What follows belongs to an exercise in optimizing a design on an open flow for small area, a short achievable clock period and few clock cycles; a production flow would make more cautious choices.
At most, simulation tests tie the RTL to the original design; equivalence was not proved.
No functional check of the RTL was part of runs 1 to 3.

==> design.v <==
module divider (
    input div_clk, reset,
    input div,
    input div_signed,
    input [31:0] x, y,
    input use_mod,
    output [31:0] div_result,
    output div_ok
);
    localparam IDLE = 2'd0, NORM = 2'd1, ITER = 2'd2, DONE = 2'd3;
    reg  [1:0]  state;
    reg         done;
    reg  [32:0] V;       
    reg  [32:0] D;       
    reg  [31:0] A;       
    reg         xneg, qneg, mod, sub;
    assign div_ok     = done;
    assign div_result = A;
    wire        sx = div_signed & x[31];
    wire        sy = div_signed & y[31];
    wire [31:0] xu = sx ? {~x[30:0], 1'b1} : x;
    wire [31:0] yu = sy ? {~y[31:1], 1'b1} : y;      
    wire [5:0]  xz_in, yz_in;
    wire        xall0, yall0;
    lzc32 lzx (.a(xu), .z(xz_in), .all0(xall0));
    lzc32 lzy (.a(yu), .z(yz_in), .all0(yall0));
    reg  [5:0]  ncx, cy;   
    wire [6:0]  dd = {1'b0, cy} + {1'b1, ncx} + 7'd1;   
    wire        trivial = dd[6] | cy[5];      
    wire [32:0] s1  = dd[0] ? {D[31:0],   sub}        : D;
    wire [32:0] s2  = dd[1] ? {s1[30:0],  {2{sub}}}   : s1;
    wire [32:0] s3  = dd[2] ? {s2[28:0],  {4{sub}}}   : s2;
    wire [32:0] s4  = dd[3] ? {s3[24:0],  {8{sub}}}   : s3;
    wire [32:0] Dsh = dd[4] ? {s4[16:0],  {16{sub}}}  : s4;
    wire        fast;
    msb_less lt (.a(xu), .b(yu), .lt(fast));
    wire [33:0] Tc = {V, 1'b1} + {D, sub};
    wire [32:0] T = Tc[33:1];
    wire [32:0] zs = (V ^ D) ^ {(V[31:0] | D[31:0]), 1'b0};
    wire        Z  = sub ? (V == ~D) : ~|zs;
    wire        acc = xneg ? (T[32] | Z) : ~T[32];
    always @(posedge div_clk) begin
        if (reset) begin
            state <= IDLE;
            done  <= 1'b0;
        end else begin
            case (state)
                IDLE: if (div) begin
                          if (fast) begin
                              state <= DONE;
                              done  <= 1'b1;
                          end else
                              state <= NORM;
                      end
                NORM: if (trivial) begin
                          state <= DONE;
                          done  <= 1'b1;
                      end else
                          state <= ITER;
                ITER: if (cy[4:0] == 5'd0) begin
                          state <= DONE;
                          done  <= 1'b1;
                      end
                DONE: begin
                          state <= IDLE;
                          done  <= 1'b0;
                      end
            endcase
        end
    end
    always @(posedge div_clk) begin
        case (state)
            IDLE: begin
                V    <= {div_signed & x[31], x};
                D    <= {div_signed & y[31], y} ^ {33{~(div_signed & (x[31] ^ y[31]))}};
                xneg <= div_signed & x[31];
                qneg <= div_signed & (x[31] ^ y[31]);
                sub  <= ~(div_signed & (x[31] ^ y[31]));
                mod  <= use_mod;
                ncx  <= ~xz_in;
                cy   <= yz_in;
                A    <= use_mod ? x : 32'd0;
            end
            NORM: begin
                if (qneg & acc) V <= T;
                qneg <= qneg & acc;
                if (mod) begin
                    if (qneg & acc) A <= T[31:0];
                end else
                    A <= {32{qneg & acc}};
                D   <= Dsh;
                cy  <= {1'b0, dd[4:0]};
            end
            ITER: begin
                if (acc) V <= T;
                D <= {D[32], D[32:1]};
                if (mod) begin
                    if (acc) A <= T[31:0];
                end else
                    A <= {A[30:0], acc ^ qneg};
                cy  <= cy - 6'd1;
            end
            default: ;
        endcase
    end
endmodule
module lzc32 (
    input  [31:0] a,
    output [5:0]  z,
    output        all0
);
    wire [15:0] v1; wire [15:0] c1;           
    wire [7:0]  v2; wire [15:0] c2;           
    wire [3:0]  v3; wire [11:0] c3;           
    wire [1:0]  v4; wire [7:0]  c4;           
    genvar i;
    generate
        for (i = 0; i < 16; i = i + 1) begin : g1
            assign v1[i] = a[2*i+1] | a[2*i];
            assign c1[i] = ~a[2*i+1];
        end
        for (i = 0; i < 8; i = i + 1) begin : g2
            assign v2[i] = v1[2*i+1] | v1[2*i];
            assign c2[2*i+1:2*i] = v1[2*i+1] ? {1'b0, c1[2*i+1]} : {1'b1, c1[2*i]};
        end
        for (i = 0; i < 4; i = i + 1) begin : g3
            assign v3[i] = v2[2*i+1] | v2[2*i];
            assign c3[3*i+2:3*i] = v2[2*i+1] ? {1'b0, c2[4*i+3:4*i+2]} : {1'b1, c2[4*i+1:4*i]};
        end
        for (i = 0; i < 2; i = i + 1) begin : g4
            assign v4[i] = v3[2*i+1] | v3[2*i];
            assign c4[4*i+3:4*i] = v3[2*i+1] ? {1'b0, c3[6*i+5:6*i+3]} : {1'b1, c3[6*i+2:6*i]};
        end
    endgenerate
    assign all0 = ~(v4[1] | v4[0]);
    assign z = all0 ? 6'd32 : (v4[1] ? {2'b00, c4[7:4]} : {2'b01, c4[3:0]});
endmodule
module msb_less (
    input  [31:0] a, b,
    output        lt
);
    wire [15:0] a1, b1, l1;
    wire [7:0]  a2, b2, l2;
    wire [3:0]  a3, b3, l3;
    wire [1:0]  a4, b4, l4;
    genvar i;
    generate
        for (i = 0; i < 16; i = i + 1) begin : g1
            assign a1[i] = a[2*i+1] | a[2*i];
            assign b1[i] = b[2*i+1] | b[2*i];
            assign l1[i] = (a[2*i+1] | b[2*i+1]) ? ~a[2*i+1] : (b[2*i] & ~a[2*i]);
        end
        for (i = 0; i < 8; i = i + 1) begin : g2
            assign a2[i] = a1[2*i+1] | a1[2*i];
            assign b2[i] = b1[2*i+1] | b1[2*i];
            assign l2[i] = (a1[2*i+1] | b1[2*i+1]) ? l1[2*i+1] : l1[2*i];
        end
        for (i = 0; i < 4; i = i + 1) begin : g3
            assign a3[i] = a2[2*i+1] | a2[2*i];
            assign b3[i] = b2[2*i+1] | b2[2*i];
            assign l3[i] = (a2[2*i+1] | b2[2*i+1]) ? l2[2*i+1] : l2[2*i];
        end
        for (i = 0; i < 2; i = i + 1) begin : g4
            assign a4[i] = a3[2*i+1] | a3[2*i];
            assign b4[i] = b3[2*i+1] | b3[2*i];
            assign l4[i] = (a3[2*i+1] | b3[2*i+1]) ? l3[2*i+1] : l3[2*i];
        end
    endgenerate
    assign lt = (a4[1] | b4[1]) ? l4[1] : l4[0];
endmodule
==> flow/run.sh <==
#!/bin/bash
# The standard layout, with the ports buffered by buf_4 cells instead of
# the delay cells buffer_ports picks by default. Each step's output goes to a
# log of its own.
set -euo pipefail
bash standard.sh synth > synth.log 2>&1
bash standard.sh 'BUFFER_PORTS_ARGS=-buffer_cell sky130_fd_sc_hd__buf_4' finish > layout.log 2>&1
==> standard.sh <==
#!/bin/bash
# synth_recipe.tcl (not shown) runs the flow's synth.tcl, then flattens the netlist and writes it again
# the make line also repeats each setting of config.mk as NAME=value (left out here)
make -C /OpenROAD-flow-scripts/flow DESIGN_CONFIG=/design/flow/config.mk WORK_HOME=/design/flow/orfs CLKGATE_MAP_FILE= SYNTH_SCRIPT=/design/flow/synth_recipe.tcl "${@:-finish}"
==> config.mk <==
export PLATFORM = sky130hd
export DESIGN_NAME = divider
export DESIGN_NICKNAME = divider
export VERILOG_FILES = /design/flow/design.v
export SDC_FILE = /design/flow/constraint.sdc
export NUM_CORES = 4
export LEC_CHECK = 0
export ABC_AREA = 1
export CAP_MARGIN = 20
export CORE_MARGIN = 2
export CORE_UTILIZATION = 40
export SETUP_SLACK_MARGIN = 4.5
export SLEW_MARGIN = 20
==> constraint.sdc <==
create_clock -name core_clock -period 8.0 [get_ports {div_clk}]
set_input_delay 1.6000 -clock core_clock [delete_from_list [all_inputs] [get_ports {div_clk}]]
set_output_delay 1.6000 -clock core_clock [all_outputs]
set_load 0.01 [all_outputs]
==> reports/qor.csv, run 1 <==
stage,metric,value,unit
global_route,grt_use_met2,50.6,%
sta,slew_violations,0,
synth,synthTopCellsByArea,"edfxtp_1, nand2_1, o21ai_0",
clock_network,cts_buffers,17,
critical_path,crit_type,register to register,
routing,drtPass1Iterations,5,
clock_network,tritoncts,yes,
synth,synth_commonest_cells,"nand2_1, o21ai_0, inv_1, nor2_1, nand3_1",
synth,syn_area,12800,um2
synth,ys_seq_elements,117,
placed_design,place_area,13700,um2
global_route,grt_max_degree,94,
critical_path,cp.arrival,3.59,ns
floorplan,core,31500,um2
clock_network,root_buffer,clkbuf_16,
flow_run,max_cap_violations,0,
clock_network,clock-sinks,117,
synth,synth-async-reset-ratio,0,%
critical_path,path_buf_inv,3,
synth,ys_types,60,
sta,finalSetupViolCount,0,
critical_path,path_depth,20,
synth,synth_top_area_share,26.8,%
critical_path,critPathTopFamily,compound AO/OA/AOI/OAI gates,
critical_path,path_cells,"inv_1, ha_4, a21oi_1, o21ai_0, a21oi_1, nand2_1, nand2_1, nand2_1, nand2_1, nand2_1, nand2_1, nand2_1, ha_1, nor2_2, nor2_4, clkinvlp_4, buf_6, o21ai_0, o21ai_0, o31ai_1",
global_route,top_usage_layer,met2,
clock_network,htreeDepth,4,
critical_path,critPathSlowestCell,edfxtp_1,
sta,period_minus_slack,3.43,ns
global_route,first_global_vias,12611,
sta,tightest_slew,1.01,ns
routing,remaining_drc_errors,0,
routing,drt_iter0_drc,1842,
sta,relSlewSlack,32.7,%
sta,finalHoldViolCount,0,
synth,synth_top_area_cell,edfxtp_1,
critical_path,endpoint_kind,register,
routing,wire_per_inst,22.8,um
worst_hold_path,hold_class,register to register,
global_route,use_met3,6.82,%
placed_design,dp_hpwl,44200,um
synth,ys_warn_count,1,
global_route,grt-ovfl-total,0,
synth,ys_seq_area_share,27.3,%
sta,fin_skew,0.0149,ns
final_layout,stdcell_area,15000,um2
global_route,antenna_found_initial,0,
critical_path,worstPathRequired,8.17,ns
floorplan,die_h,183,um
synth,syn_inst,1934,
critical_path,critPathLaunchType,register,
final_layout,area_delta_synth_final,17.8,%
clock_network,clockBufferDepth,2,
sta,rsz0062_at_grt,yes,
floorplan,initial_core_util,40.5,%
clock_network,clk_pin_slew,0.07,ns
routing,routed_via_density,5.73,
global_route,use_met1,46.4,%
sta,fin_crit_sh,42.9,%
critical_path,rr_worst_depth,20,
clock_network,insertion_delay,0.45,ns
critical_path,worstPathMaxFanout,16,
synth,postSynthAreaPerCell,6.60,um2
outcome,status,no timing/DRC/antenna violations,
routing,vias,14033,
floorplan,dieArea,33300,um2
global_route,grtUsageTotal,33.0,%
final_layout,nNetsFinal,2181,
floorplan,ios,102,
critical_path,cpPeakStageDelay,0.47,ns
worst_hold_path,whs_path_depth,2,
sta,fmaxAchievable,292,MHz
final_layout,drive_gt1_share,14.8,%
global_route,grt_pass1_wl,80800,um
synth,yosysMostFrequentCell,nand2_1,
synth,synth_ff_type,edfxtp_1,
routing,ant_nets,0,
critical_path,cp_common_cell,nand2_1,
sta,setup_tns,0,ns
floorplan,fp-row-count,65,
routing,drt_wl_total,55900,um
floorplan,die_x,183,um
placed_design,globalplace.congestion,0.981,
synth,syn_nets,2081,
placed_design,port_buffers,101,
synth,synth_edf_count,114,
[cell type report]
type                    instances  area, um2
fillers                      3263      16500
multi-input cells            1512       8320
flip-flops and latches        117       3480
repair buffers                162       1270
inverters                     223        858
well taps                     402        503
clock buffers                  17        425
clock inverters                15        153
repair inverters                1       7.51
diodes                          1       2.50
[through the flow]
step	instances	hold WS, ns	setup WS (ns)	utilization (%)
final	2450	0.515	4.57	47.7
after global routing	2449	0.544	4.39	47.7
after CTS	2411	0.513	4.46	45.9
after detailed placement	2368	0.486	3.76	43.6
after global placement	2367	0.500	3.73	43.5
after floorplan	1934	0.476	4.79	-
[worst reg2reg max path, cell delays in order (launching register included)]
cell and delay (ns):
edfxtp_1 0.47, inv_1 0.14, ha_4 0.23, a21oi_1 0.26, o21ai_0 0.24, a21oi_1 0.17, nand2_1 0.13, nand2_1 0.10
nand2_1 0.05, nand2_1 0.07, nand2_1 0.08, nand2_1 0.09, nand2_1 0.08, ha_1 0.21, nor2_2 0.13, nor2_4 0.08
clkinvlp_4 0.09, buf_6 0.19, o21ai_0 0.14, o21ai_0 0.10, o31ai_1 0.11
[worst paths after layout]
path	to	slack, ns	from
worst max register to register	A[15]	4.57	V[15]
worst min register to register	state[0]	0.52	state[0]
worst max-delay path	A[15]	4.57	V[15]
worst min-delay path	state[0]	0.52	state[0]
[routing by layer]
| layer | wire [um] | share of wire (%) |
|---|---|---|
| met1 | 24400 | 44 |
| met2 | 24500 | 44 |
| met3 | 5610 | 10 |
| met4 | 1440 | 2.6 |
| met5 | 0 | 0 |
[sequential cells by signal, indices dropped and copies added (netlist names)]
register,cells
A,32
D,33
V,33
cy,6
done,1
mod,1
ncx,6
qneg,1
state,2
sub,1
xneg,1
[placed cells by master, fill, tap and decap left out, types with 24 or more instances in the layout]
master    netlist  final
nand3_1       120    120
nor2_1        138    129
ha_1           76     50
xor2_1         25     24
buf_4           4    155
nand2_1       574    573
o21ai_0       250    248
edfxtp_1      114    114
xnor2_1        28     27
a21oi_1       108    106
inv_1         212    207
[cells by family after synthesis]
kind of cell / share of synthesized area [%]
AO/OA/AOI/OAI: 19.8
adder cells (fa/ha/maj): 7.77
flip-flops: 27.3
XOR/XNOR: 4.40
multiplexers: 1.49
AND/OR/NAND/NOR: 29.3
buffers and inverters: 9.94
[timing repair]
item	in CTS	in global routing
pin swaps	1	4
gates resized for setup	16	62
hold buffers	0	0
setup endpoints to repair	109	118
cloned	1	1
buffers inserted	10	37
==> run 2, diff against run 1 <==
--- a/design.v
+++ b/design.v
@@ -69,15 +69,15 @@
         end
     end
     always @(posedge div_clk) begin
+        xneg <= div_signed & x[31];
+        sub  <= ~(div_signed & (x[31] ^ y[31]));
+        mod  <= use_mod;
+        ncx  <= ~xz_in;
         case (state)
             IDLE: begin
                 V    <= {div_signed & x[31], x};
                 D    <= {div_signed & y[31], y} ^ {33{~(div_signed & (x[31] ^ y[31]))}};
-                xneg <= div_signed & x[31];
                 qneg <= div_signed & (x[31] ^ y[31]);
-                sub  <= ~(div_signed & (x[31] ^ y[31]));
-                mod  <= use_mod;
-                ncx  <= ~xz_in;
                 cy   <= yz_in;
                 A    <= use_mod ? x : 32'd0;
             end
@@ -91,16 +91,15 @@
                 D   <= Dsh;
                 cy  <= {1'b0, dd[4:0]};
             end
-            ITER: begin
+            default: begin
                 if (acc) V <= T;
-                D <= {D[32], D[32:1]};
                 if (mod) begin
                     if (acc) A <= T[31:0];
                 end else
                     A <= {A[30:0], acc ^ qneg};
+                D   <= {D[32], D[32:1]};
                 cy  <= cy - 6'd1;
             end
-            default: ;
         endcase
     end
 endmodule
==> reports/qor.csv, run 2 <==
stage,metric,value,unit,change
synth,synth-async-reset-ratio,0,%,unchanged
synth,ys_seq_area_share,24.5,%,-2.8 points
routing,drtPass1Iterations,8,,+3
sta,finalSetupViolCount,0,,unchanged
synth,synthMuxAreaShare,1.86,%,+0.37 points
critical_path,worstPathMaxFanout,7,,-9
critical_path,startpoint,D[11],,
global_route,antenna_found_initial,0,,unchanged
sta,fmaxAchievable,300,MHz,+2.9%
final_layout,nFillCells,3205,,-1.8%
clock_network,tritoncts,yes,,
placed_design,port_buffers,101,,unchanged
placed_design,globalplace.congestion,0.976,,-0.46%
global_route,grt_pass1_wl,77700,um,-3.8%
sta,setup_tns,0,ns,unchanged
synth,synth_top_area_share,17.2,%,-9.6 points
sta,slew_violations,0,,unchanged
routing,remaining_drc_errors,0,,unchanged
synth,synth_edf_count,68,,-40%
critical_path,cpPeakStageDelay,0.37,ns,-0.10 ns
synth,synthXorXnorAreaFrac,3.23,%,-1.2 points
critical_path,r2r_slack,4.67,ns,+0.10 ns
worst_hold_path,hold_class,register to register,,
synth,synth_fa_ha_area_share,8.03,%,+0.26 points
synth,ys_warn_count,1,,unchanged
critical_path,endpoint,A[16],,
synth,syn_area,12300,um2,-3.2%
final_layout,area_delta_synth_final,17.4,%,
final_layout,multiInputGateArea,8410,um2,+1.1%
global_route,grt_max_degree,66,,-30%
critical_path,path_cells,"inv_1, ha_4, nand2_1, nor2_2, nand2_2, nor3_4, nor2_1, nand2_1, nand2_1, nand2_1, nand2_1, nand2_1, nand2_1, nand2_2, ha_2, nor2_1, nor2_4, clkinvlp_4, buf_4, a22o_1, o21ai_0",,
synth,synth_top_area_cell,nand2_1,,
critical_path,critPathSlowestCell,dfxtp_2,,
sta,relSlewSlack,24.2,%,-8.6 points
synth,ys_types,59,,-1.7%
sta,rsz0062_at_grt,yes,,
synth,yosysMostFrequentCell,nand2_1,,
synth,synth_compound_area_share,21.5,%,+1.7 points
global_route,grtUsageTotal,31.5,%,-1.5 points
critical_path,worstPathRequired,8.28,ns,+0.11 ns
final_layout,diodes,0,,-1
critical_path,worstReg2RegStart,D[11],,
synth,postSynthAreaPerCell,6.35,um2,-3.8%
global_route,first_global_vias,12866,,+2.0%
synth,synth_commonest_cells,"nand2_1, o21ai_0, inv_1, nor2_1, nand3_1",,
routing,vias,13872,,-1.1%
floorplan,initial_core_util,40.5,%,-0.059 points
synth,syn_inst,1946,,+0.62%
final_layout,nNetsFinal,2160,,-0.96%
synth,synth_top_family_by_area,simple AND/OR/NAND/NOR gates,,
final_layout,drive_gt1_share,15.0,%,+0.20 points
routing,routed_via_density,5.73,,about the same
synth,syn_nets,2093,,+0.58%
floorplan,die_x,180,um,-1.6%
clock_network,root_buffer,clkbuf_16,,
routing,drt_wl_total,52800,um,-5.6%
flow_run,max_cap_violations,0,,unchanged
final_layout,mostFrequentLayoutCells,"nand2_1, o21ai_0, inv_1",,
clock_network,clockBufferDepth,2,,unchanged
floorplan,die_h,180,um,-1.6%
critical_path,endpoint_kind,register,,
routing,drt_iter0_drc,1502,,-18%
sta,tightest_slew,1.14,ns,+0.127 ns
clock_network,insertion_delay,0.45,ns,about the same
synth,synth_ff_type,edfxtp_1,,
routing,ant_nets,0,,unchanged
outcome,status,no timing/DRC/antenna violations,,
synth,ys_seq_elements,117,,unchanged
synth,synth_simple_gate_area_share,30.1,%,+0.76 points
critical_path,cp_common_cell,nand2_1,,
placed_design,place_ws,3.94,ns,+0.176 ns
critical_path,crit_type,register to register,,
synth,synthTopCellsByArea,"nand2_1, edfxtp_1, o21ai_0",,
sta,period_minus_slack,3.33,ns,-0.0979 ns
floorplan,core,30500,um2,-3.1%
sta,fin_crit_sh,41.6,%,-1.2 points
critical_path,cp.arrival,3.62,ns,+0.03 ns
critical_path,critPathLaunchType,register,,
final_layout,regArea,3050,um2,-12%
clock_network,clk_pin_slew,0.08,ns,about the same
final_layout,largestRegisters,"D x33, V x33, A x32",,
final_layout,layout_commonest_cell,nand2_1,,
floorplan,ios,102,,unchanged
routing,wire_per_inst,21.8,um,-4.5%
sta,timing.hold.ws,0.491,ns,-0.0243 ns
clock_network,htreeDepth,4,,unchanged
clock_network,clock-sinks,117,,unchanged
sta,post-route-worst-setup-slack,4.67,ns,+0.0979 ns
floorplan,dieArea,32300,um2,-3.1%
placed_design,dp_hpwl,41300,um,-6.5%
global_route,grt-ovfl-total,0,,unchanged
clock_network,cts_buffers,17,,unchanged
critical_path,rr_worst_depth,21,,+5.0%
sta,fin_skew,0.0169,ns,+0.00206 ns
sta,finalHoldViolCount,0,,unchanged
critical_path,regToRegEndpoint,A[16],,
floorplan,fp-row-count,64,,-1.5%
==> run 2: cell types whose count changed after synthesis, sizes merged, moves of 6 or more <==
cell / delta
clkbuf: +10
o211ai: +19
nand4: +11
dfxtp: +46
a21oi: +11
clkinv: +6
nor3: -8
xnor2: -9
nor2: -9
nand2: -12
edfxtp: -46
a31oi: +7
xor2: -7
==> run 2: area by class of cell <==
cell class,count,share of cell area (%)
multi-input cells,1507,58.0
flip-flops and latches,117,21.0
repair buffers,139,7.30
inverters,229,6.06
well taps,396,3.42
clock buffers,17,2.93
clock inverters,15,1.20
repair inverters,2,0.0863
==> run 2: worst min path at each step <==
stage | end | slack, ns | cells past startpoint | startpoint
6_report | done | 0.49 | 2 | done
5_1_grt | state[1] | 0.53 | 2 | state[1]
4_1_cts | done | 0.49 | 2 | done
3_5_place_dp | done | 0.48 | 2 | done
3_3_place_gp | done | 0.47 | 2 | done
2_1_floorplan | state[0] | 0.48 | 2 | state[0]
==> run 2: critical path: cells and delay by family, from the launching register on <==
kind            cells  cell delay [ns]
buf+inv             3             0.46
simple gates       14             1.55
compound gates      2             0.26
flops               1             0.37
fa+ha+maj           2             0.50
==> run 2: metal layers <==
| metal | global-route usage (%) | up-vias | routed length [um] |
|---|---|---|---|
| met3 | 6.20 | 136 | 4780 |
| li1 | - | 6596 | - |
| met1 | 41.5 | 6409 | 22000 |
| met5 | 0 | - | 0 |
| met4 | 14.0 | 0 | 2360 |
| met2 | 50.1 | 731 | 23600 |
==> run 2: through the flow <==
| step | cell area, um2 | cells | utilization (%) |
|---|---|---|---|
| 2_1_floorplan | 12300 | 1946 | - |
| 3_3_place_gp | 13300 | 2363 | 43.4 |
| 3_5_place_dp | 13300 | 2363 | 43.5 |
| 4_1_cts | 14000 | 2401 | 45.7 |
| 5_1_grt | 14500 | 2422 | 47.5 |
| 6_report | 14500 | 2422 | 47.5 |
==> run 2: cells by family after synthesis <==
| group | Yosys count |
|---|---|
| buffers and inverters | 322 |
| AO/OA/AOI/OAI | 477 |
| XOR/XNOR | 43 |
| flip-flops | 117 |
| multiplexers | 23 |
| adder cells (fa/ha/maj) | 78 |
| AND/OR/NAND/NOR | 886 |
==> run 2: what timing repair did <==
action,in CTS,in global routing
hold buffers,0,0
gates resized for setup,17,101
pin swaps,1,13
setup endpoints to repair,128,122
cloned,1,1
hold endpoints to repair,0,0
buffers inserted,5,20
==> run 3, diff against run 2 <==
--- a/config.mk
+++ b/config.mk
@@ -8,6 +8,7 @@
 export ABC_AREA = 1
 export CAP_MARGIN = 20
 export CORE_MARGIN = 2
-export CORE_UTILIZATION = 40
+export CORE_UTILIZATION = 60
+export PLACE_DENSITY = 0.7
 export SETUP_SLACK_MARGIN = 4.5
 export SLEW_MARGIN = 20
==> reports/qor.csv, run 3 <==
stage,metric,value,unit,change
outcome,status,no timing/DRC/antenna violations,,
global_route,grt_pass1_wl,73300,um,-5.7%
critical_path,critPathLaunchType,register,,
critical_path,worstReg2RegStart,D[30],,
global_route,antenna_found_initial,0,,unchanged
sta,fmaxAchievable,289,MHz,-3.8%
routing,vias,14402,,+3.8%
routing,drtPass1Iterations,8,,unchanged
clock_network,tritoncts,yes,,
clock_network,clk_pin_slew,0.07,ns,about the same
placed_design,place_ws,3.73,ns,-0.206 ns
routing,routed_via_density,6.31,,+10%
placed_design,port_buffers,101,,unchanged
final_layout,nFillCells,1797,,-44%
routing,drt_wl_total,49900,um,-5.4%
sta,relSlewSlack,25.3,%,+1.2 points
final_layout,regArea,3040,um2,-0.41%
critical_path,cp.arrival,3.73,ns,+0.11 ns
floorplan,fp-row-count,52,,-19%
synth,syn_inst,1946,,unchanged
sta,tightest_slew,1.12,ns,-0.0204 ns
placed_design,dp_hpwl,38000,um,-8.1%
clock_network,cts_buffers,17,,unchanged
final_layout,mostFrequentLayoutCells,"nand2_1, o21ai_0, inv_1",,
synth,yosysMostFrequentCell,nand2_1,,
final_layout,postLayoutCoreUtil,69.8,%,+22 points
routing,wire_per_inst,21.9,um,+0.28%
clock_network,hold_buffers,0,,unchanged
synth,synth-async-reset-ratio,0,%,unchanged
final_layout,largestRegisters,"D x33, V x33, A x32",,
synth,synth_ff_type,edfxtp_1,,
routing,drt_iter0_drc,1815,,+21%
synth,syn_nets,2093,,unchanged
sta,post-route-worst-setup-slack,4.54,ns,-0.131 ns
critical_path,regToRegEndpoint,A[16],,
clock_network,insertion_delay,0.44,ns,about the same
critical_path,endpoint_kind,register,,
final_layout,diodes,0,,unchanged
synth,syn_area,12300,um2,unchanged
final_layout,area_delta_synth_final,14.4,%,
synth,synthTopCellsByArea,"nand2_1, edfxtp_1, o21ai_0",,
global_route,grt-ovfl-total,0,,unchanged
synth,ys_seq_area_share,24.5,%,unchanged
floorplan,die_h,147,um,-18%
sta,setup_tns,0,ns,unchanged
critical_path,rr_worst_depth,20,,-4.8%
clock_network,clock-sinks,117,,unchanged
global_route,grtUsageTotal,44.0,%,+13 points
placed_design,globalplace.congestion,1.04,,+6.6%
clock_network,root_buffer,clkbuf_16,,
synth,synth_edf_count,68,,unchanged
sta,rsz0062_at_grt,yes,,
global_route,first_global_vias,13022,,+1.2%
synth,ys_warn_count,1,,unchanged
synth,synth_commonest_cells,"nand2_1, o21ai_0, inv_1, nor2_1, nand3_1",,
sta,fin_crit_sh,43.3,%,+1.6 points
floorplan,initial_core_util,61.0,%,+21 points
synth,synth_top_area_share,17.2,%,unchanged
critical_path,r2r_slack,4.54,ns,-0.13 ns
synth,ys_seq_elements,117,,unchanged
synth,synth_top_area_cell,nand2_1,,
sta,period_minus_slack,3.46,ns,+0.131 ns
sta,slew_violations,0,,unchanged
sta,finalHoldViolCount,0,,unchanged
global_route,grt_max_degree,66,,unchanged
sta,finalSetupViolCount,0,,unchanged
final_layout,layout_commonest_cell,nand2_1,,
final_layout,drive_gt1_share,13.2,%,-1.8 points
flow_run,max_cap_violations,0,,unchanged
worst_hold_path,hold_class,register to register,,
clock_network,htreeDepth,4,,unchanged
critical_path,startpoint,D[30],,
worst_hold_path,hold_start,done,,
floorplan,core,20200,um2,-34%
floorplan,ios,102,,unchanged
routing,remaining_drc_errors,0,,unchanged
routing,ant_nets,0,,unchanged
clock_network,clockBufferDepth,2,,unchanged
critical_path,crit_type,register to register,,
critical_path,worstPathMaxFanout,15,,+8
critical_path,worstPathRequired,8.26,ns,-0.02 ns
synth,ys_types,59,,unchanged
sta,fin_skew,0.0163,ns,-0.000680 ns
final_layout,nNetsFinal,2148,,-0.56%
sta,timing.hold.ws,0.490,ns,-0.000953 ns
final_layout,multiInputGateArea,8310,um2,-1.1%
synth,postSynthAreaPerCell,6.35,um2,unchanged
floorplan,die_x,147,um,-18%
critical_path,endpoint,A[16],,
floorplan,dieArea,21700,um2,-33%
## run 3: cell types whose count changed in the layout (fill, tap and decap cells not counted), moves of 3 or more
cell	previous run	this run
ha_1	45	49
buf_4	135	123
nand2_1	560	563
nand2_2	14	11
buf_6	4	1
dfxtp_2	18	8
a21oi_1	116	119
dfxtp_1	30	40
a21oi_2	4	1
ha_4	22	17
## run 3: repair_timing
action,in CTS,in global routing
pin swaps,0,8
setup endpoints to repair,128,131
setup buffers,4,8
cloned,1,2
gates resized for setup,16,71
## run 3: per-stage QoR
| step | cells | cell area (um2) |
|---|---|---|
| after floorplan | 1946 | 12300 |
| after detailed placement | 2237 | 13100 |
| final | 2284 | 14100 |
| after global placement | 2237 | 13100 |
| after global routing | 2284 | 14100 |
| after CTS | 2274 | 13800 |
## run 3: layout make-up
cell class                      count  area share (%)
Clock buffer                       17            3.01
Clock inverter                     15            1.11
Inverter                          229            6.21
Multi-Input combinational cell   1508            58.9
Sequential cell                   117            21.5
Tap cell                          270            2.39
Timing Repair Buffer              126            6.83
Timing Repair inverter              2          0.0886
## run 3: cells by family (layout without fill, tap and decap cells)
kind of cell | Yosys count | count (layout) | share of synthesized area, %
AOI/OAI and AO/OA | 477 | 477 | 21.5
buffers and inverters | 322 | 389 | 10.8
DFF | 117 | 117 | 24.5
xor gates and xnor gates | 43 | 43 | 3.23
adders and majority gates | 78 | 78 | 8.03
muxes | 23 | 23 | 1.86
and+or+nand+nor | 886 | 887 | 30.1
## run 3: critical path, cell delays in order, from the launching register on
cell and delay, ns:
dfxtp_1 0.33, inv_1 0.08, ha_1 0.44, inv_1 0.11
nor3_2 0.25, nor3b_2 0.28, nand2_1 0.09, inv_1 0.08
nand2_1 0.07, nand2_1 0.06, nand2_1 0.06, nand2_1 0.10
nand2_1 0.08, nand2_1 0.11, ha_2 0.21, nor2_2 0.05
nor2_4 0.25, clkinvlp_4 0.15, buf_4 0.21, a22o_1 0.22
o21ai_0 0.08
## run 3: how the worst min path moves through the flow
stage,to,slack [ns],depth (start not counted)
2_1_floorplan,state[0],0.48,2
3_3_place_gp,done,0.47,2
3_5_place_dp,done,0.48,2
4_1_cts,done,0.50,2
5_1_grt,done,0.54,2
6_report,done,0.49,2
## run 3: layer usage
layer | GRT usage, % | up-vias | part of all wire, %
met4 | 19.8 | 0 | 5.4
met5 | 0 | - | 0
met3 | 12.2 | 211 | 14
met2 | 67.7 | 1100 | 43
met1 | 58.0 | 6522 | 38
li1 | - | 6569 | -
==> run 4, diff against run 3 <==
--- a/design.v
+++ b/design.v
@@ -34,11 +34,12 @@
     wire [32:0] Dsh = dd[4] ? {s4[16:0],  {16{sub}}}  : s4;
     wire        fast;
     msb_less lt (.a(xu), .b(yu), .lt(fast));
-    wire [33:0] Tc = {V, 1'b1} + {D, sub};
-    wire [32:0] T = Tc[33:1];
+    wire [33:0] Tc = {1'b0, V[31:0], 1'b1} + {1'b0, D[31:0], sub};
+    wire        c32 = Tc[33];
+    wire [32:0] T = {V[32] ^ D[32] ^ c32, Tc[32:1]};
     wire [32:0] zs = (V ^ D) ^ {(V[31:0] | D[31:0]), 1'b0};
     wire        Z  = sub ? (V == ~D) : ~|zs;
-    wire        acc = xneg ? (T[32] | Z) : ~T[32];
+    wire        acc = xneg ? ((V[32] ^ c32) | Z) : c32;
     always @(posedge div_clk) begin
         if (reset) begin
             state <= IDLE;
--- a/config.mk
+++ b/config.mk
@@ -8,7 +8,6 @@
 export ABC_AREA = 1
 export CAP_MARGIN = 20
 export CORE_MARGIN = 2
-export CORE_UTILIZATION = 60
-export PLACE_DENSITY = 0.7
-export SETUP_SLACK_MARGIN = 4.5
+export CORE_UTILIZATION = 40
+export SETUP_SLACK_MARGIN = 4.7
 export SLEW_MARGIN = 20
==> reports/qor.csv, run 4 <==
stage,metric,value,unit,change
outcome,status,no timing/DRC/antenna violations,,
clock_network,tritoncts,yes,,
clock_network,clockBufferDepth,2,,unchanged
sta,timing.hold.ws,0.485,ns,-0.00510 ns
synth,postSynthAreaPerCell,6.30,um2,-0.66%
global_route,first_global_vias,12157,,-6.6%
placed_design,dp_hpwl,38300,um,+0.80%
placed_design,port_buffers,101,,unchanged
sta,relSlewSlack,47.6,%,+22 points
synth,syn_area,12100,um2,-2.3%
critical_path,worstPathMaxFanout,33,,+18
routing,ant_nets,0,,unchanged
synth,synthTopCellsByArea,"nand2_1, edfxtp_1, o21ai_0",,
floorplan,fp-row-count,63,,+21%
sta,slew_violations,0,,unchanged
floorplan,core,29600,um2,+46%
floorplan,die_h,178,um,+20%
global_route,grt-ovfl-total,0,,unchanged
sta,fin_skew,0.0149,ns,-0.00139 ns
clock_network,htreeDepth,4,,unchanged
synth,ys_types,54,,-8.5%
routing,routed_via_density,5.57,,-12%
sta,period_minus_slack,3.21,ns,-0.253 ns
worst_hold_path,hold_class,register to register,,
sta,rsz0062_at_grt,yes,,
sta,finalSetupViolCount,0,,unchanged
synth,synth_ff_type,edfxtp_1,,
critical_path,cp.arrival,3.52,ns,-0.21 ns
synth,synth-async-reset-ratio,0,%,unchanged
clock_network,insertion_delay,0.44,ns,about the same
floorplan,initial_core_util,40.7,%,-20 points
floorplan,ios,102,,unchanged
synth,synth_top_area_cell,nand2_1,,
routing,wire_per_inst,20.7,um,-5.3%
final_layout,multiInputGateArea,8230,um2,-0.98%
flow_run,max_cap_violations,0,,unchanged
final_layout,area_delta_synth_final,17.9,%,
synth,syn_nets,2061,,-1.5%
placed_design,globalplace.congestion,1.02,,-1.8%
placed_design,place_area,13100,um2,-0.12%
final_layout,diodes,0,,unchanged
clock_network,hold_buffers,0,,unchanged
sta,setup_tns,0,ns,unchanged
global_route,use_met3,4.26,%,-8.0 points
global_route,grt_max_degree,67,,+1.5%
final_layout,drive_gt1_share,13.0,%,-0.20 points
synth,syn_inst,1914,,-1.6%
routing,drt_wl_total,49300,um,-1.3%
final_layout,nFillCells,3123,,+74%
synth,ys_warn_count,1,,unchanged
final_layout,stdcell_area,14200,um2,+0.71%
clock_network,clk_pin_slew,0.06,ns,about the same
final_layout,mostFrequentLayoutCells,"nand2_1, o21ai_0, inv_1",,
sta,finalHoldViolCount,0,,unchanged
critical_path,critPathLaunchType,register,,
floorplan,die_x,178,um,+20%
floorplan,dieArea,31600,um2,+45%
global_route,grt_pass1_wl,71500,um,-2.5%
synth,ys_seq_elements,117,,unchanged
final_layout,largestRegisters,"D x33, V x33, A x32",,
clock_network,clock-sinks,117,,unchanged
synth,yosysMostFrequentCell,nand2_1,,
final_layout,regArea,3030,um2,about the same
clock_network,cts_buffers,17,,unchanged
clock_network,root_buffer,clkbuf_16,,
sta,tightest_slew,0.777,ns,-0.339 ns
final_layout,layout_commonest_cell,nand2_1,,
synth,synth_commonest_cells,"nand2_1, o21ai_0, inv_1, nor2_1, a21oi_1",,
critical_path,crit_type,register to register,,
global_route,grtUsageTotal,30.3,%,-14 points
sta,fin_crit_sh,40.1,%,-3.2 points
final_layout,nNetsFinal,2125,,-1.1%
global_route,antenna_found_initial,1,,+1
global_route,grt_use_met2,50.7,%,-17 points
global_route,top_usage_layer,met2,,
routing,remaining_drc_errors,0,,unchanged
critical_path,endpoint_kind,register,,
critical_path,worstPathRequired,8.31,ns,+0.05 ns
routing,drtPass1Iterations,8,,unchanged
synth,synth_top_area_share,17.4,%,+0.15 points
global_route,use_met1,40.0,%,-18 points
routing,drt_iter0_drc,1472,,-19%
synth,synth_edf_count,68,,unchanged
routing,vias,13266,,-7.9%
synth,ys_seq_area_share,25.1,%,+0.57 points
sta,fmaxAchievable,312,MHz,+7.9%
## run 4: cell type report
type	count	share of cell area, %
Multi-Input combinational cell	1479	57.9
Timing Repair Buffer	122	6.86
Sequential cell	117	21.3
Clock buffer	24	3.40
Clock inverter	8	0.519
Inverter	238	6.42
Timing Repair inverter	3	0.167
Tap cell	390	3.43
## run 4: stage by stage
step	utilization [%]	cells	setup slack [ns]
5_1_grt	48.0	2381	4.62
3_5_place_dp	44.1	2338	3.38
6_report	48.0	2381	4.79
4_1_cts	46.3	2371	4.70
2_1_floorplan	-	1914	4.75
3_3_place_gp	44.1	2338	3.38
## run 4: critical path, cell delays in order, from the launching register on
cell      delay [ns]
dfxtp_1         0.33
inv_1           0.07
ha_1            0.21
fa_1            0.43
buf_4           0.24
inv_1           0.08
buf_4           0.36
mux2i_1         0.36
mux2i_1         0.18
o21ai_0         0.32
o211ai_1        0.20
o21ai_0         0.21
inv_1           0.06
## run 4: routing by layer
layer / wire length [um] / up-vias
li1: - / 6461
met1: 20700 / 6109
met2: 23300 / 611
met3: 3690 / 83
met4: 1530 / 2
met5: 13 / -
## run 4: timing repair
item,4_1_cts,5_1_grt
endpoints found under the setup margin,139,133
pin swaps,0,2
resized for setup,25,96
endpoints found under the hold margin,0,0
cloned,1,4
setup buffers,0,6
## run 4: final timing paths
| check | from | end | slack, ns | cells after the start |
|---|---|---|---|---|
| max reg2reg | cy[0] | D[22] | 4.79 | 12 |
| min reg2reg | done | done | 0.48 | 2 |
| max | cy[0] | D[22] | 4.79 | 12 |
| min | done | done | 0.48 | 2 |
## run 4: kinds of logic (layout without fill, tap and decap cells)
family	count (synthesis)	in the layout	synth area share, %
DFF	117	117	25.1
adders and majority gates	78	78	8.21
buffers and inverters	320	395	10.5
xor gates and xnor gates	53	53	3.97
AOI/OAI and AO/OA	473	473	21.9
and+or+nand+nor	853	855	28.7
muxes	20	20	1.66
Testbench counts of run 4, summed over its fixed seeds: cycles 30,551.
==> run 5, diff against run 4 <==
--- a/config.mk
+++ b/config.mk
@@ -9,5 +9,5 @@
 export CAP_MARGIN = 20
 export CORE_MARGIN = 2
 export CORE_UTILIZATION = 40
-export SETUP_SLACK_MARGIN = 4.7
+export SETUP_SLACK_MARGIN = 4.5
 export SLEW_MARGIN = 20
==> reports/qor.csv, run 5 <==
stage,metric,value,unit,change
synth,syn_inst,1914,,unchanged
floorplan,core,29600,um2,unchanged
sta,period_minus_slack,3.40,ns,+0.196 ns
synth,ys_warn_count,1,,unchanged
global_route,grt-ovfl-total,0,,unchanged
floorplan,fp-row-count,63,,unchanged
synth,yosysMostFrequentCell,nand2_1,,
critical_path,r2r_slack,4.60,ns,-0.20 ns
global_route,grt_use_met2,50.6,%,about the same
synth,synth_top_area_share,17.4,%,unchanged
critical_path,critPathSlowestCell,nor2_1,,
worst_hold_path,hold_class,register to register,,
synth,synth_edf_count,68,,unchanged
sta,rsz0062_at_grt,yes,,
clock_network,root_buffer,clkbuf_16,,
final_layout,nNetsFinal,2115,,-0.47%
clock_network,htreeDepth,4,,unchanged
global_route,grt_max_degree,67,,unchanged
final_layout,layout_commonest_cell,nand2_1,,
critical_path,worstPathRequired,8.37,ns,+0.06 ns
sta,setup_tns,0,ns,unchanged
outcome,status,no timing/DRC/antenna violations,,
final_layout,area_delta_synth_final,14.0,%,
critical_path,worstReg2RegStart,cy[0],,
clock_network,insertion_delay,0.43,ns,about the same
clock_network,cts_buffers,17,,unchanged
critical_path,worstPathMaxFanout,11,,-67%
critical_path,critPathLaunchType,register,,
final_layout,largestRegisters,"D x33, V x33, A x32",,
synth,ys_seq_elements,117,,unchanged
sta,finalSetupViolCount,0,,unchanged
synth,ys_types,54,,unchanged
floorplan,ios,102,,unchanged
synth,synthTopCellsByArea,"nand2_1, edfxtp_1, o21ai_0",,
synth,postSynthAreaPerCell,6.30,um2,unchanged
final_layout,diodes,0,,unchanged
routing,routed_via_density,5.55,,-0.31%
final_layout,nFillCells,3181,,+1.9%
global_route,grt_pass1_wl,71400,um,-0.17%
floorplan,die_x,178,um,unchanged
sta,fin_skew,0.0141,ns,-0.000752 ns
flow_run,max_cap_violations,0,,unchanged
synth,synth_top_area_cell,nand2_1,,
clock_network,hold_buffers,0,,unchanged
clock_network,clk_pin_slew,0.06,ns,about the same
synth,ys_seq_area_share,25.1,%,unchanged
routing,wire_per_inst,20.4,um,-1.2%
final_layout,postLayoutCoreUtil,46.4,%,-1.6 points
global_route,antenna_found_initial,1,,unchanged
sta,relSlewSlack,44.4,%,-3.2 points
routing,drt_iter0_drc,1577,,+7.1%
routing,drtPass1Iterations,6,,-2
worst_hold_path,hold_start,done,,
global_route,top_usage_layer,met2,,
clock_network,tritoncts,yes,,
global_route,use_met1,39.9,%,-0.093 points
global_route,use_met3,4.28,%,+0.021 points
floorplan,dieArea,31600,um2,unchanged
sta,fin_crit_sh,42.6,%,+2.5 points
floorplan,initial_core_util,40.7,%,unchanged
sta,tightest_slew,0.831,ns,+0.0533 ns
final_layout,multiInputGateArea,7890,um2,-4.2%
critical_path,startpoint,cy[0],,
clock_network,clock-sinks,117,,unchanged
critical_path,path_cells,"inv_1, ha_1, fa_1, nand3b_1, nand2_1, or2_1, nand2_1, nor2_1, inv_1, o211ai_1, o21ai_0, inv_1",,
placed_design,port_buffers,101,,unchanged
critical_path,regToRegEndpoint,D[23],,
placed_design,dp_hpwl,38300,um,unchanged
final_layout,regArea,3020,um2,-0.33%
critical_path,cp.arrival,3.78,ns,+0.26 ns
worst_hold_path,whs_path_depth,2,,unchanged
global_route,first_global_vias,12131,,-0.21%
routing,drt_wl_total,48500,um,-1.6%
clock_network,cts_setup_buffers,0,,unchanged
routing,remaining_drc_errors,0,,unchanged
placed_design,globalplace.congestion,1.02,,unchanged
synth,syn_nets,2061,,unchanged
routing,ant_nets,0,,unchanged
clock_network,clockBufferDepth,2,,unchanged
worst_hold_path,whs_endpoint,done,,
final_layout,mostFrequentLayoutCells,"nand2_1, o21ai_0, inv_1",,
final_layout,drive_gt1_share,9.69,%,-3.3 points
sta,finalHoldViolCount,0,,unchanged
sta,fmaxAchievable,294,MHz,-5.8%
critical_path,endpoint_kind,register,,
global_route,grtUsageTotal,30.2,%,-0.068 points
synth,synth-async-reset-ratio,0,%,unchanged
floorplan,die_h,178,um,unchanged
critical_path,cpPeakStageDelay,0.70,ns,+0.27 ns
critical_path,rr_worst_depth,12,,unchanged
critical_path,crit_type,register to register,,
synth,syn_area,12100,um2,unchanged
critical_path,cp_common_cell,inv_1,,
sta,slew_violations,0,,unchanged
synth,synth_ff_type,edfxtp_1,,
routing,vias,13169,,-0.73%
synth,synth_commonest_cells,"nand2_1, o21ai_0, inv_1, nor2_1, a21oi_1",,
-- run 5: cell counts after synthesis --
No cell type changed its count.
-- run 5: cells by family (layout without fill, tap and decap cells) --
logic type | after synthesis | count (layout) | share of synthesized area, %
xor+xnor | 53 | 53 | 3.97
simple gates | 853 | 854 | 28.7
mux | 20 | 20 | 1.66
fa+ha+maj | 78 | 78 | 8.21
compound gates | 473 | 473 | 21.9
buf+inv | 320 | 386 | 10.5
flops | 117 | 117 | 25.1
-- run 5: what timing repair did --
action                                  CTS  global route
gates cloned                              0             1
resized for setup                        12            19
endpoints found under the setup margin   73           106
pin swaps                                 0             1
-- run 5: layout make-up --
| cell class | instances | area share (%) |
|---|---|---|
| clock inverters | 8 | 0.537 |
| flip-flops and latches | 117 | 22.0 |
| multi-input cells | 1478 | 57.4 |
| well taps | 390 | 3.55 |
| clock buffers | 24 | 3.51 |
| inverters | 238 | 6.59 |
| repair buffers | 116 | 6.47 |
-- run 5: how the worst max path moves through the flow --
stage,slack [ns],cells after the start,to
2_1_floorplan,4.75,17,A[0]
3_3_place_gp,3.38,12,cy[1]
3_5_place_dp,3.38,12,cy[1]
4_1_cts,4.49,12,cy[1]
5_1_grt,4.46,19,A[10]
6_report,4.60,12,D[23]
-- run 5: worst max-delay path: cells and delay by family (launching register included) --
| family | cells | cell delay [ns] |
|---|---|---|
| and+or+nand+nor | 5 | 1.26 |
| adders and majority gates | 2 | 0.64 |
| DFF | 1 | 0.33 |
| buffers and inverters | 3 | 0.55 |
| AOI/OAI and AO/OA | 2 | 0.56 |
-- run 5: per-layer routing --
metal | part of all wire, % | up-vias
met4 | 2.9 | 2
met1 | 43 | 6089
met3 | 6.7 | 81
li1 | - | 6433
met2 | 47 | 564
met5 | 0.037 | -
-- run 5: stage by stage --
step                setup WS, ns  hold WS (ns)  std cells  cell area, um2
finish                      4.60         0.485       2371           13800
global route                4.46         0.524       2371           13800
CTS                         4.49         0.491       2370           13700
detailed placement          3.38         0.474       2338           13100
global placement            3.38         0.468       2338           13100
floorplan                   4.75         0.470       1914           12100
==> run 6, diff against run 5 <==
--- a/config.mk
+++ b/config.mk
@@ -9,5 +9,7 @@
 export CAP_MARGIN = 20
 export CORE_MARGIN = 2
 export CORE_UTILIZATION = 40
+export CTS_BUF_LIST = sky130_fd_sc_hd__clkbuf_8
+export CTS_CLUSTER_SIZE = 25
 export SETUP_SLACK_MARGIN = 4.5
 export SLEW_MARGIN = 20
==> reports/qor.csv, run 6 <==
stage,metric,value,unit,change
floorplan,fp-row-count,63,,unchanged
placed_design,port_buffers,101,,unchanged
clock_network,clockBufferDepth,2,,unchanged
floorplan,dieArea,31600,um2,unchanged
global_route,grt_max_degree,67,,unchanged
floorplan,die_x,178,um,unchanged
sta,slew_violations,0,,unchanged
sta,finalSetupViolCount,0,,unchanged
final_layout,layout_commonest_cell,nand2_1,,
final_layout,largestRegisters,"D x33, V x33, A x32",,
synth,synth_top_area_cell,nand2_1,,
sta,tightest_slew,0.778,ns,-0.0525 ns
synth,syn_inst,1914,,unchanged
clock_network,root_buffer,clkbuf_8,,
clock_network,clk_pin_slew,0.09,ns,+0.03 ns
critical_path,cp.arrival,3.66,ns,-0.12 ns
routing,drt_iter0_drc,1490,,-5.5%
critical_path,crit_type,input pin to register,,
placed_design,place_area,13100,um2,unchanged
clock_network,insertion_delay,0.47,ns,+0.04 ns
synth,yosysMostFrequentCell,nand2_1,,
floorplan,die_h,178,um,unchanged
synth,synth_compound_area_share,21.9,%,unchanged
synth,synth_ff_type,edfxtp_1,,
synth,synth_top_area_share,17.4,%,unchanged
routing,ant_nets,0,,unchanged
floorplan,initial_core_util,40.7,%,unchanged
worst_hold_path,hold_start,done,,
synth,synth_top_family_by_area,simple AND/OR/NAND/NOR gates,,
clock_network,tritoncts,yes,,
placed_design,placed_cells,2338,,unchanged
synth,ys_warn_count,1,,unchanged
floorplan,core,29600,um2,unchanged
clock_network,cts_buffers,17,,unchanged
critical_path,worstReg2RegStart,D[19],,
flow_run,max_cap_violations,0,,unchanged
sta,fin_skew,0.0226,ns,+0.00846 ns
final_layout,stdcell_area,13600,um2,-1.4%
final_layout,area_delta_synth_final,12.4,%,
synth,synth_simple_gate_area_share,28.7,%,unchanged
sta,finalHoldViolCount,0,,unchanged
synth,synthXorXnorAreaFrac,3.97,%,unchanged
synth,ys_types,54,,unchanged
synth,synthMuxAreaShare,1.66,%,unchanged
global_route,antenna_found_initial,1,,unchanged
synth,postSynthAreaPerCell,6.30,um2,unchanged
routing,wire_per_inst,20.3,um,-0.63%
synth,ys_seq_area_share,25.1,%,unchanged
routing,drtPass1Iterations,7,,+1
critical_path,endpoint_kind,register,,
routing,routed_via_density,5.52,,-0.54%
routing,remaining_drc_errors,0,,unchanged
final_layout,diodes,0,,unchanged
routing,vias,13093,,-0.58%
outcome,status,no timing/DRC/antenna violations,,
sta,setup_tns,0,ns,unchanged
routing,drt_wl_total,48100,um,-0.67%
critical_path,worstPathRequired,8.32,ns,-0.05 ns
global_route,grt_pass1_wl,71100,um,-0.34%
synth,synth_edf_count,68,,unchanged
synth,synth_fa_ha_area_share,8.21,%,unchanged
sta,fmaxAchievable,299,MHz,+1.8%
clock_network,cts_setup_buffers,0,,unchanged
global_route,grtUsageTotal,30.1,%,-0.14 points
synth,synthTopCellsByArea,"nand2_1, edfxtp_1, o21ai_0",,
final_layout,nNetsFinal,2114,,-0.047%
synth,synth-async-reset-ratio,0,%,unchanged
floorplan,ios,102,,unchanged
final_layout,mostFrequentLayoutCells,"nand2_1, o21ai_0, inv_1",,
synth,syn_area,12100,um2,unchanged
synth,ys_seq_elements,117,,unchanged
sta,fin_crit_sh,41.8,%,-0.76 points
critical_path,critPathLaunchType,input pin,,
synth,synth_commonest_cells,"nand2_1, o21ai_0, inv_1, nor2_1, a21oi_1",,
sta,relSlewSlack,48.1,%,+3.6 points
final_layout,drive_gt1_share,9.70,%,about the same
worst_hold_path,hold_class,register to register,,
placed_design,globalplace.congestion,1.02,,unchanged
final_layout,fin_cells,2370,,-0.042%
sta,period_minus_slack,3.34,ns,-0.0606 ns
clock_network,clock-sinks,117,,unchanged
clock_network,htreeDepth,4,,unchanged
placed_design,dp_hpwl,38300,um,unchanged
critical_path,worstPathMaxFanout,34,,+23
global_route,first_global_vias,12034,,-0.80%
critical_path,startpoint,div_signed,,
sta,rsz0062_at_grt,no,,
synth,syn_nets,2061,,unchanged
global_route,grt-ovfl-total,0,,unchanged
## run 6: area by class of cell
| type | count | area [um2] |
|---|---|---|
| clock inverters | 14 | 123 |
| flip-flops and latches | 117 | 3020 |
| repair buffers | 116 | 890 |
| inverters | 238 | 906 |
| clock buffers | 18 | 248 |
| well taps | 390 | 488 |
| multi-input cells | 1477 | 7880 |
| fillers | 3199 | 16100 |
## run 6: per-stage QoR
stage	setup WS [ns]	util, %	hold slack (ns)
global route	4.48	45.7	0.532
global placement	3.38	44.1	0.468
finish	4.66	45.7	0.491
floorplan	4.75	-	0.470
CTS	4.49	45.5	0.497
detailed placement	3.38	44.1	0.474
## run 6: metal layers
metal | share of wire [%] | GRT usage (%) | vias up
met5 | 0.029 | 0 | -
met4 | 2.9 | 9.43 | 2
met3 | 6.8 | 3.71 | 85
met2 | 47 | 50.5 | 551
met1 | 43 | 40.2 | 6032
li1 | - | - | 6423
## run 6: what timing repair did
item	in CTS	in global routing
hold buffers	0	0
resized for setup	10	22
pin swaps	0	0
endpoints found under the setup margin	68	109
## run 6: cell families (layout without fill, tap and decap cells)
logic type / Yosys count / in the layout
buf+inv: 320 / 386
simple gates: 853 / 853
flops: 117 / 117
xor+xnor: 53 / 53
mux: 20 / 20
fa+ha+maj: 78 / 78
compound gates: 473 / 473
## run 6: worst paths after layout
check             cells past startpoint    end  slack [ns]
setup / recovery                     12  cy[1]        4.66
hold / removal                        2   done        0.49
setup reg to reg                     18  A[10]        4.75
hold reg to reg                       2   done        0.49
## run 6: worst max-delay path, stage by stage
cell	delay, ns
buf_6	0.23
nand2_8	0.22
inv_6	0.21
nand2_1	0.07
nand2_1	0.14
nand3_1	0.16
nor2_2	0.18
nand2_2	0.15
nor3b_4	0.27
nand2_1	0.14
nand4_1	0.15
o211ai_1	0.12
==> run 7, diff against run 6 <==
--- a/config.mk
+++ b/config.mk
@@ -11,5 +11,5 @@
 export CORE_UTILIZATION = 40
 export CTS_BUF_LIST = sky130_fd_sc_hd__clkbuf_8
 export CTS_CLUSTER_SIZE = 25
-export SETUP_SLACK_MARGIN = 4.5
+export SETUP_SLACK_MARGIN = 4.7
 export SLEW_MARGIN = 20
==> reports/qor.csv, run 7 <==
stage,metric,value,unit,change
routing,drt_iter0_drc,1441,,-3.3%
routing,vias,13306,,+1.6%
sta,finalHoldViolCount,0,,unchanged
floorplan,initial_core_util,40.7,%,unchanged
sta,relSlewSlack,49.5,%,+1.5 points
sta,period_minus_slack,3.23,ns,-0.114 ns
critical_path,endpoint,ncx[1],,
critical_path,worstPathMaxFanout,31,,-8.8%
critical_path,regToRegEndpoint,D[23],,
synth,synthTopCellsByArea,"nand2_1, edfxtp_1, o21ai_0",,
critical_path,startpoint,x[31],,
clock_network,hold_buffers,0,,unchanged
sta,setup_tns,0,ns,unchanged
critical_path,crit_type,input pin to register,,
clock_network,htreeDepth,4,,unchanged
final_layout,drive_gt1_share,11.9,%,+2.2 points
placed_design,dp_hpwl,38300,um,unchanged
final_layout,multiInputGateArea,8040,um2,+2.0%
synth,syn_area,12100,um2,unchanged
critical_path,worstPathRequired,8.34,ns,+0.02 ns
synth,postSynthAreaPerCell,6.30,um2,unchanged
synth,ys_seq_elements,117,,unchanged
final_layout,largestRegisters,"D x33, V x33, A x32",,
global_route,grt_pass1_wl,71200,um,+0.13%
synth,synth_top_area_share,17.4,%,unchanged
clock_network,insertion_delay,0.47,ns,about the same
floorplan,dieArea,31600,um2,unchanged
flow_run,max_cap_violations,0,,unchanged
synth,syn_nets,2061,,unchanged
clock_network,cts_buffers,17,,unchanged
global_route,first_global_vias,12057,,+0.19%
floorplan,core,29600,um2,unchanged
sta,fmaxAchievable,310,MHz,+3.5%
global_route,grt_max_degree,67,,unchanged
final_layout,mostFrequentLayoutCells,"nand2_1, o21ai_0, inv_1",,
final_layout,postLayoutCoreUtil,46.8,%,+1.0 points
outcome,status,no timing/DRC/antenna violations,,
final_layout,nFillCells,3169,,-0.94%
worst_hold_path,hold_class,register to register,,
clock_network,tritoncts,yes,,
floorplan,fp-row-count,63,,unchanged
synth,synth_commonest_cells,"nand2_1, o21ai_0, inv_1, nor2_1, a21oi_1",,
sta,finalSetupViolCount,0,,unchanged
clock_network,clock-sinks,117,,unchanged
final_layout,nNetsFinal,2123,,+0.43%
floorplan,ios,102,,unchanged
final_layout,regArea,3030,um2,+0.17%
sta,rsz0062_at_grt,yes,,
sta,fin_skew,0.0217,ns,-0.000914 ns
global_route,grt-ovfl-total,0,,unchanged
critical_path,rr_worst_depth,12,,-6
routing,drtPass1Iterations,8,,+1
global_route,grtUsageTotal,30.1,%,+0.046 points
clock_network,clk_pin_slew,0.09,ns,about the same
synth,ys_warn_count,1,,unchanged
worst_hold_path,whs_path_depth,2,,unchanged
critical_path,endpoint_kind,register,,
final_layout,diodes,0,,unchanged
synth,synth-async-reset-ratio,0,%,unchanged
synth,syn_inst,1914,,unchanged
global_route,antenna_found_initial,1,,unchanged
synth,ys_types,54,,unchanged
sta,fin_crit_sh,40.4,%,-1.4 points
clock_network,root_buffer,clkbuf_8,,
floorplan,die_h,178,um,unchanged
sta,slew_violations,0,,unchanged
synth,synth_top_area_cell,nand2_1,,
routing,routed_via_density,5.59,,+1.2%
routing,drt_wl_total,48800,um,+1.4%
placed_design,globalplace.congestion,1.02,,unchanged
critical_path,r2r_slack,4.82,ns,+0.07 ns
synth,synth_edf_count,68,,unchanged
routing,remaining_drc_errors,0,,unchanged
final_layout,area_delta_synth_final,14.9,%,
placed_design,port_buffers,101,,unchanged
synth,yosysMostFrequentCell,nand2_1,,
sta,tightest_slew,0.756,ns,-0.0219 ns
critical_path,critPathLaunchType,input pin,,
final_layout,layout_commonest_cell,nand2_1,,
routing,ant_nets,0,,unchanged
routing,wire_per_inst,20.5,um,+1.0%
clock_network,clockBufferDepth,2,,unchanged
floorplan,die_x,178,um,unchanged
critical_path,worstReg2RegStart,cy[0],,
critical_path,cp.arrival,3.57,ns,-0.09 ns
synth,ys_seq_area_share,25.1,%,unchanged
synth,synth_ff_type,edfxtp_1,,
run 7: per-layer routing:
metal	wire, um	track usage (%)
met5	18	0
met4	1460	9.77
met3	3740	3.92
met2	22900	50.4
met1	20700	40.1
run 7: worst min-delay path by stage:
stage	start	endpoint	slack (ns)
after floorplan	state[1]	state[1]	0.47
after global placement	done	done	0.47
after detailed placement	done	done	0.47
after CTS	done	done	0.50
after global routing	done	done	0.53
final	done	done	0.49
run 7: layout make-up:
class,instances,share of cell area (%)
Clock buffer,18,1.79
Timing Repair Buffer,123,7.41
Inverter,238,6.55
Clock inverter,14,0.884
Multi-Input combinational cell,1479,58.0
Sequential cell,117,21.9
Tap cell,390,3.52
run 7: what timing repair did:
item / CTS / global route
pin swaps: 0 / 2
setup buffers: 0 / 4
endpoints found under the setup margin: 139 / 134
cloned: 1 / 4
hold endpoints to repair: 0 / 0
gates resized for setup: 23 / 64
run 7: worst max-delay path, cell delays in order:
cell       delay [ns]
buf_4            0.23
nand2_8          0.15
buf_8            0.20
o21ai_1          0.27
nand2_1          0.15
nor2_4           0.14
nand2_2          0.13
o21ai_0          0.42
nand2_1          0.10
o2111ai_1        0.17
run 7: logic make-up (layout without fill, tap and decap cells):
| kind of cell | after synthesis | count (layout) | share of synthesized area [%] |
|---|---|---|---|
| compound gates | 473 | 473 | 21.9 |
| xor+xnor | 53 | 53 | 3.97 |
| fa+ha+maj | 78 | 78 | 8.21 |
| buf+inv | 320 | 393 | 10.5 |
| flops | 117 | 117 | 25.1 |
| mux | 20 | 20 | 1.66 |
| simple gates | 853 | 855 | 28.7 |
run 7: through the flow:
step / cells / instance area [um2] / hold WS (ns) / setup WS (ns)
2_1_floorplan: 1914 / 12100 / 0.470 / 4.75
3_3_place_gp: 2338 / 13100 / 0.468 / 3.38
3_5_place_dp: 2338 / 13100 / 0.474 / 3.38
4_1_cts: 2371 / 13500 / 0.497 / 4.69
5_1_grt: 2379 / 13900 / 0.532 / 4.63
6_report: 2379 / 13900 / 0.491 / 4.77

## port drivers added, routing unchanged
How much do the figures lean on ideal ports? The routed layouts below were timed once more, with nothing changed but the port constraints. Step 1: set_driving_cell puts a clkbuf_16 on div_clk and a buf_2 on each other input, an assumption about the parent block. Step 2 moves the port delays by t, midway between the first and last clock arrival at a register: inputs arrive t later, outputs are due t later. That takes back most of the time a late clock gives input paths. Three values: no drivers, after step 1, after step 2; two values: the first two.
run | shift t [ns] | setup WS [ns] | worst setup path at the end | worst data-port slew with drivers (ns)
run 1 | 0.495 | 4.571 / 4.571 / 4.142 | input to register | 0.05
run 2 | 0.491 | 4.669 / 4.669 / 4.237 | input to register | 0.06
run 3 | 0.486 | 4.538 / 4.538 / 4.173 | input to register | 0.05
run 4 | 0.476 | 4.791 / 4.791 / 4.346 | input to register | 0.06
run 5 | 0.476 | 4.595 / 4.595 / 4.174 | input to register | 0.05
run 6 | 0.506 | 4.656 / 4.663 / 4.156 | input to register | 0.05
run 7 | 0.504 | 4.770 / 4.781 / 4.277 | input to register | 0.05
After both steps every run listed still meets setup and hold. For run 6, which loses most, drivers alone change the setup slack by +0.007 ns; drivers and shift together by -0.500 ns.
